Context: an optimization exercise on an open-source flow, tuned for small area, a short achievable clock period and few clock cycles per item. The choices shown serve that exercise and are no tape-out recipe.
At most, simulation tests tie the RTL to the original design; equivalence was not proved.
Power and IR drop assume default switching activity.

Setup of lane 1:
==> flow/design.v <==
`timescale 1ns/10ps
module mpadd32_shift (CLK, RST_N, s_out, a_in, b_in, write, start, ready);
	input CLK, RST_N;
	input [255:0] a_in, b_in;
	input write, start;
	output [256:0] s_out;
	output ready;
	localparam K  = 8;
	localparam LK = 3;   
	localparam NB = 256 / K;
	localparam L  = 5;   
	localparam LW = 0;   
	reg [255:0]  q;
	reg [NB-1:0] g;      
	reg [NB-1:0] p;      
	reg          cout;
	reg          ready;
	assign s_out = {cout, q};
	genvar j, i, l;
	wire [255:0]  ws;
	wire [NB-1:0] bg;
	wire [NB-1:0] bp;
	generate
		for (j = 0; j < NB; j = j + 1) begin : add
			wire [K-1:0] x = a_in[j*K +: K] ^ b_in[j*K +: K];
			wire [K-1:0] y = a_in[j*K +: K] & b_in[j*K +: K];
			wire [K-1:0] G [0:LK];
			wire [K-1:0] P [0:LK];
			assign G[0] = y;
			assign P[0] = x;
			for (l = 0; l < LK; l = l + 1) begin : lvl
				for (i = 0; i < K; i = i + 1) begin : node
					if (i >= (1 << l)) begin : comb
						assign G[l+1][i] = G[l][i] | P[l][i] & G[l][i - (1 << l)];
						assign P[l+1][i] = P[l][i] & P[l][i - (1 << l)];
					end else begin : pass
						assign G[l+1][i] = G[l][i];
						assign P[l+1][i] = P[l][i];
					end
				end
			end
			assign ws[j*K +: K] = x ^ {G[LK][K-2:0], 1'b0};
			assign bg[j] = G[LK][K-1];
			assign bp[j] = P[LK][K-1];
		end
	endgenerate
	wire [NB-1:0] pg [0:L];
	wire [NB-1:0] pp [0:L];
	assign pg[0] = bg;
	assign pp[0] = bp;
	generate
		for (l = 0; l < L; l = l + 1) begin : lvl
			wire [NB-1:0] gi, pi;
			if (l == LW) begin : inr
				assign gi = g;
				assign pi = p;
			end else begin : inw
				assign gi = pg[l];
				assign pi = pp[l];
			end
			for (i = 0; i < NB; i = i + 1) begin : node
				if (i >= (1 << l)) begin : comb
					assign pg[l+1][i] = gi[i] | (pi[i] & gi[i - (1 << l)]);
					assign pp[l+1][i] = pi[i] & pi[i - (1 << l)];
				end else begin : pass
					assign pg[l+1][i] = gi[i];
					assign pp[l+1][i] = pi[i];
				end
			end
		end
	endgenerate
	wire [NB:0] c = {pg[L], 1'b0};
	wire [255:0] t;
	generate
		for (j = 0; j < NB; j = j + 1) begin : inc
			for (i = 0; i < K; i = i + 1) begin : bit_
				if (j == 0) begin : first
					assign t[i] = 1'b0;
				end else if (i == 0) begin : lsb
					assign t[j*K] = c[j];
				end else begin : up
					assign t[j*K+i] = c[j] & (&q[j*K +: i]);
				end
			end
		end
	endgenerate
	always @(posedge CLK) begin
		q    <= write ? ws : q ^ t;
		g    <= write ? pg[LW] : {NB{1'b0}};
		p    <= pp[LW];
		cout <= write ? 1'b0 : cout | c[NB];
		if (~RST_N)
			ready <= 1'b0;
		else
			ready <= start;
	end
endmodule
==> flow/config.mk <==
export PLATFORM = sky130hd
export DESIGN_NAME = mpadd32_shift
export DESIGN_NICKNAME = mpadd32_shift
export VERILOG_FILES = /design/flow/design.v
export SDC_FILE = /design/flow/constraint.sdc
export NUM_CORES = 4
export LEC_CHECK = 0
export CAP_MARGIN = 20
export CORE_MARGIN = 2
export CORE_UTILIZATION = 40
export CTS_CLUSTER_DIAMETER = 100
export CTS_CLUSTER_SIZE = 20
export SETUP_SLACK_MARGIN = 2.7
export SLEW_MARGIN = 20
==> flow/constraint.sdc <==
create_clock -name core_clock -period 5.0 [get_ports {CLK}]
set_input_delay 1.0000 -clock core_clock [delete_from_list [all_inputs] [get_ports {CLK}]]
set_output_delay 1.0000 -clock core_clock [all_outputs]
set_load 0.01 [all_outputs]
standard.sh (not shown) runs the stock make flow with config.mk's settings and CLKGATE_MAP_FILE= SYNTH_SCRIPT=/design/flow/synth_recipe.tcl, a recipe that flattens the netlist after the stock synthesis.
==> flow/flow/run.sh <==
#!/bin/bash
# The standard layout, with the port buffers made from buf_1 cells
# instead of the default delay buffers.
set -euo pipefail
export BUFFER_PORTS_ARGS="-buffer_cell sky130_fd_sc_hd__buf_1"
bash standard.sh > standard.log 2>&1
Input changes introduced in lane 2 (baseline for comparison: lane 1):
diff --git a/flow/design.v b/flow/design.v
--- a/flow/design.v
+++ b/flow/design.v
@@ -9,7 +9,7 @@
 	localparam LK = 3;   
 	localparam NB = 256 / K;
 	localparam L  = 5;   
-	localparam LW = 0;   
+	localparam LW = 2;   
 	reg [255:0]  q;
 	reg [NB-1:0] g;      
 	reg [NB-1:0] p;      
### Flow results
- Between lane 2 and lane 1, it is lane 2 whose setup slack is higher, by 210 ps.
- | count of nets after finishing | lane 2 vs lane 1 | 105 lower |
- Relative to lane 1, buffers inserted during post-CTS setup optimization has decreased by 45 in lane 2.
- The worst hold-check slack number comes out lower for lane 2 vs lane 1.
- Delay of the slowest cell on the worst path on lane 2 is down relative to lane 1.
- Initial antenna violation count ends up higher on lane 1.
- [compare] base=lane 1 new=lane 2: DRC violation total after the first TritonRoute iteration shows a reduction of 8.4%, number of combinational gates with multiple inputs climbed 6.0%, combinational power share comparable, global-route usage went up 0.45 points, multi-input logic portion of the cell area now larger.
- When lane 2 is measured against lane 1, its final critical-path required period turns out 210 ps lower.
- Compared to lane 1, lane 2 has flip-flop and latch count 0.93% lower.
Testbench counts of lane 2, summed over its fixed seeds: cycles 1,032, items 512.
Only the layout flow was run in lane 1; the RTL was not checked for function there.

========
## south
Another version of the RTL of mpadd32_shift (not shown whole).
For scale: ~2900 cells after synthesis, ~320 flip-flops, roughly 25000 µm² of cells after synthesis.
==> module mpadd32_shift, before the edit <==
module mpadd32_shift (CLK, RST_N, s_out, a_in, b_in, write, start, ready);
	input CLK, RST_N;
	input [255:0] a_in, b_in;
	input write, start;
	output [256:0] s_out;
	output ready;
	localparam K  = 8;
	localparam NB = 256 / K;
	reg [255:0]  q;
	reg [NB-1:0] g;      
	reg [NB-1:0] p;      
	reg          cout;
	reg          ready;
	assign s_out = {cout, q};
	genvar j, i;
	localparam L = 5;   
	wire [NB-1:0] pg [0:L];
	wire [NB-1:0] pp [0:L];
	assign pg[0] = g;
	assign pp[0] = p;
	generate
		for (j = 0; j < L; j = j + 1) begin : lvl
			for (i = 0; i < NB; i = i + 1) begin : node
				if ((i >> j) & 1) begin : comb
					localparam integer S = ((i >> j) << j) - 1;
					assign pg[j+1][i] = pg[j][i] | (pp[j][i] & pg[j][S]);
					assign pp[j+1][i] = pp[j][i] & pp[j][S];
				end else begin : pass
					assign pg[j+1][i] = pg[j][i];
					assign pp[j+1][i] = pp[j][i];
				end
			end
		end
	endgenerate
	wire [NB:0] c = {pg[L], 1'b0} & {(NB+1){start}};
	wire [255:0] t;
	generate
		for (j = 0; j < NB; j = j + 1) begin : inc
			for (i = 0; i < K; i = i + 1) begin : bit_
				if (j == 0) begin : first
					assign t[i] = 1'b0;
				end else if (i == 0) begin : lsb
					assign t[j*K] = c[j];
				end else begin : up
					assign t[j*K+i] = c[j] & (&q[j*K +: i]);
				end
			end
		end
	endgenerate
	wire [255:0]  ws;
	wire [NB-1:0] wg;
	wire [NB-1:0] wp;
	generate
		for (j = 0; j < NB; j = j + 1) begin : add
			assign wp[j] = &(a_in[j*K +: K] ^ b_in[j*K +: K]);
			assign {wg[j], ws[j*K +: K]} = {1'b0, a_in[j*K +: K]} + {1'b0, b_in[j*K +: K]};
		end
	endgenerate
	always @(posedge CLK) begin
		q    <= write ? ws : q ^ t;
		g    <= write ? wg : (start ? {NB{1'b0}} : g);
		if (write)
			p <= wp;
		cout <= write ? 1'b0 : cout | c[NB];
		if (~RST_N)
			ready <= 1'b0;
		else
			ready <= start;
	end
endmodule
export LEC_CHECK = 0
export CAP_MARGIN = 20
export CORE_MARGIN = 2
export CORE_UTILIZATION = 40
export SETUP_SLACK_MARGIN = 2.5
export SLEW_MARGIN = 20
create_clock -name core_clock -period 5.0 [get_ports {CLK}]
Scripts as last shown in full above: flow/flow/run.sh
Edits applied to the flow inputs when going from south to west:
-- flow/design.v --
<<< south, line 10
	reg [255:0]  q;
	reg [NB-1:0] g;      
	reg [NB-1:0] p;      
	reg          cout;
	reg          ready;
	assign s_out = {cout, q};
	genvar j, i;
	localparam L = 5;   
	wire [NB-1:0] pg [0:L];
>>> west, line 10
	reg [255:0]  q;
	reg [NB-1:0] g;      
	reg          cout;
	reg          ready;
	assign s_out = {cout, q};
	wire [NB-1:0] p;
	genvar j, i;
	generate
		for (j = 0; j < NB; j = j + 1) begin : blk
			assign p[j] = &q[j*K +: K];
		end
	endgenerate
	localparam L = 5;   
	wire [NB-1:0] pg [0:L];
<<< south, line 51
	wire [255:0]  ws;
	wire [NB-1:0] wg;
	wire [NB-1:0] wp;
	generate
		for (j = 0; j < NB; j = j + 1) begin : add
			assign wp[j] = &(a_in[j*K +: K] ^ b_in[j*K +: K]);
			assign {wg[j], ws[j*K +: K]} = {1'b0, a_in[j*K +: K]} + {1'b0, b_in[j*K +: K]};
		end
>>> west, line 56
	wire [255:0]  ws;
	wire [NB-1:0] wg;
	generate
		for (j = 0; j < NB; j = j + 1) begin : add
			assign {wg[j], ws[j*K +: K]} = {1'b0, a_in[j*K +: K]} + {1'b0, b_in[j*K +: K]};
		end
<<< south, line 61
		q    <= write ? ws : q ^ t;
		g    <= write ? wg : (start ? {NB{1'b0}} : g);
		if (write)
			p <= wp;
		cout <= write ? 1'b0 : cout | c[NB];
		if (~RST_N)
>>> west, line 64
		q    <= write ? ws : q ^ t;
		g    <= write ? wg : (start ? {NB{1'b0}} : g);
		cout <= write ? 1'b0 : cout | c[NB];
		if (~RST_N)
--- outcome ---
west finished end to end and its layout was clean on timing, DRC and antenna.
Re fraction of standard cell area that is sequential: west and south aren't equal, and the lower value belongs to west.
Comparing west and south, the higher area fraction of clock buffers and clock inverters is on south.
west vs south: number of buffers created by CTS down
south → west: clock tree buffer count of the final layout now sits lower; total routed wire length on the met1 layer now sits lower; setup slack now sits lower; portion of total power attributed to sequential cells now sits lower.
The clock period minus worst slack in west was higher than what south gave.
Comparing west and south, the higher final area is on south.
Against south, total power in west fell by a few percent.
The final reports for west and south show antenna cell count lower in the former.
Utilization in west is 4.3 points higher than in south
Testbench counts of west, summed over its fixed seeds: cycles 1,032, items 512.
Function not checked in south: the RTL went through the layout flow alone.

==> re-timing with driven ports <==
The results above use ideal ports. As a check the final layouts listed here were re-extracted and re-timed, cells and wires unchanged.
Step 1 sets driving cells, clkbuf_16 on the clock port and buf_2 on the other inputs (assumed; they add their load-dependent delay and slew).
Step 2, shift: input delay + t, output delay - t, t = (earliest + latest rising clock arrival at the registers) / 2. This alone moves slack from input paths to output paths.
Three values: ideal ports, drivers, drivers and shift; two values: the first two.
| run | t (ns) | setup slack, ns | hold slack, ns | worst register clock-pin slew, ns | worst data-port slew with drivers (ns) |
|---|---|---|---|---|---|
| lane 1 | 0.601 | 2.520 / 2.520 / 2.045 | 0.497 / 0.497 / 0.497 | 0.10 / 0.10 | 0.20 |
| lane 2 | 0.609 | 2.725 / 2.694 / 2.137 | 0.483 / 0.483 / 0.483 | 0.10 / 0.10 | 0.12 |
| south | 0.613 | 2.444 / 2.444 / 1.876 | 0.513 / 0.513 / 0.513 | 0.06 / 0.06 | 0.19 |
| west | 0.602 | 2.163 / 2.163 / 1.902 | 0.541 / 0.541 / 0.541 | 0.06 / 0.06 | 0.14 |
After both steps setup and hold are still met in every run listed. For lane 2, which loses most, drivers alone change the setup slack by -0.031 ns; drivers and shift together by -0.588 ns.
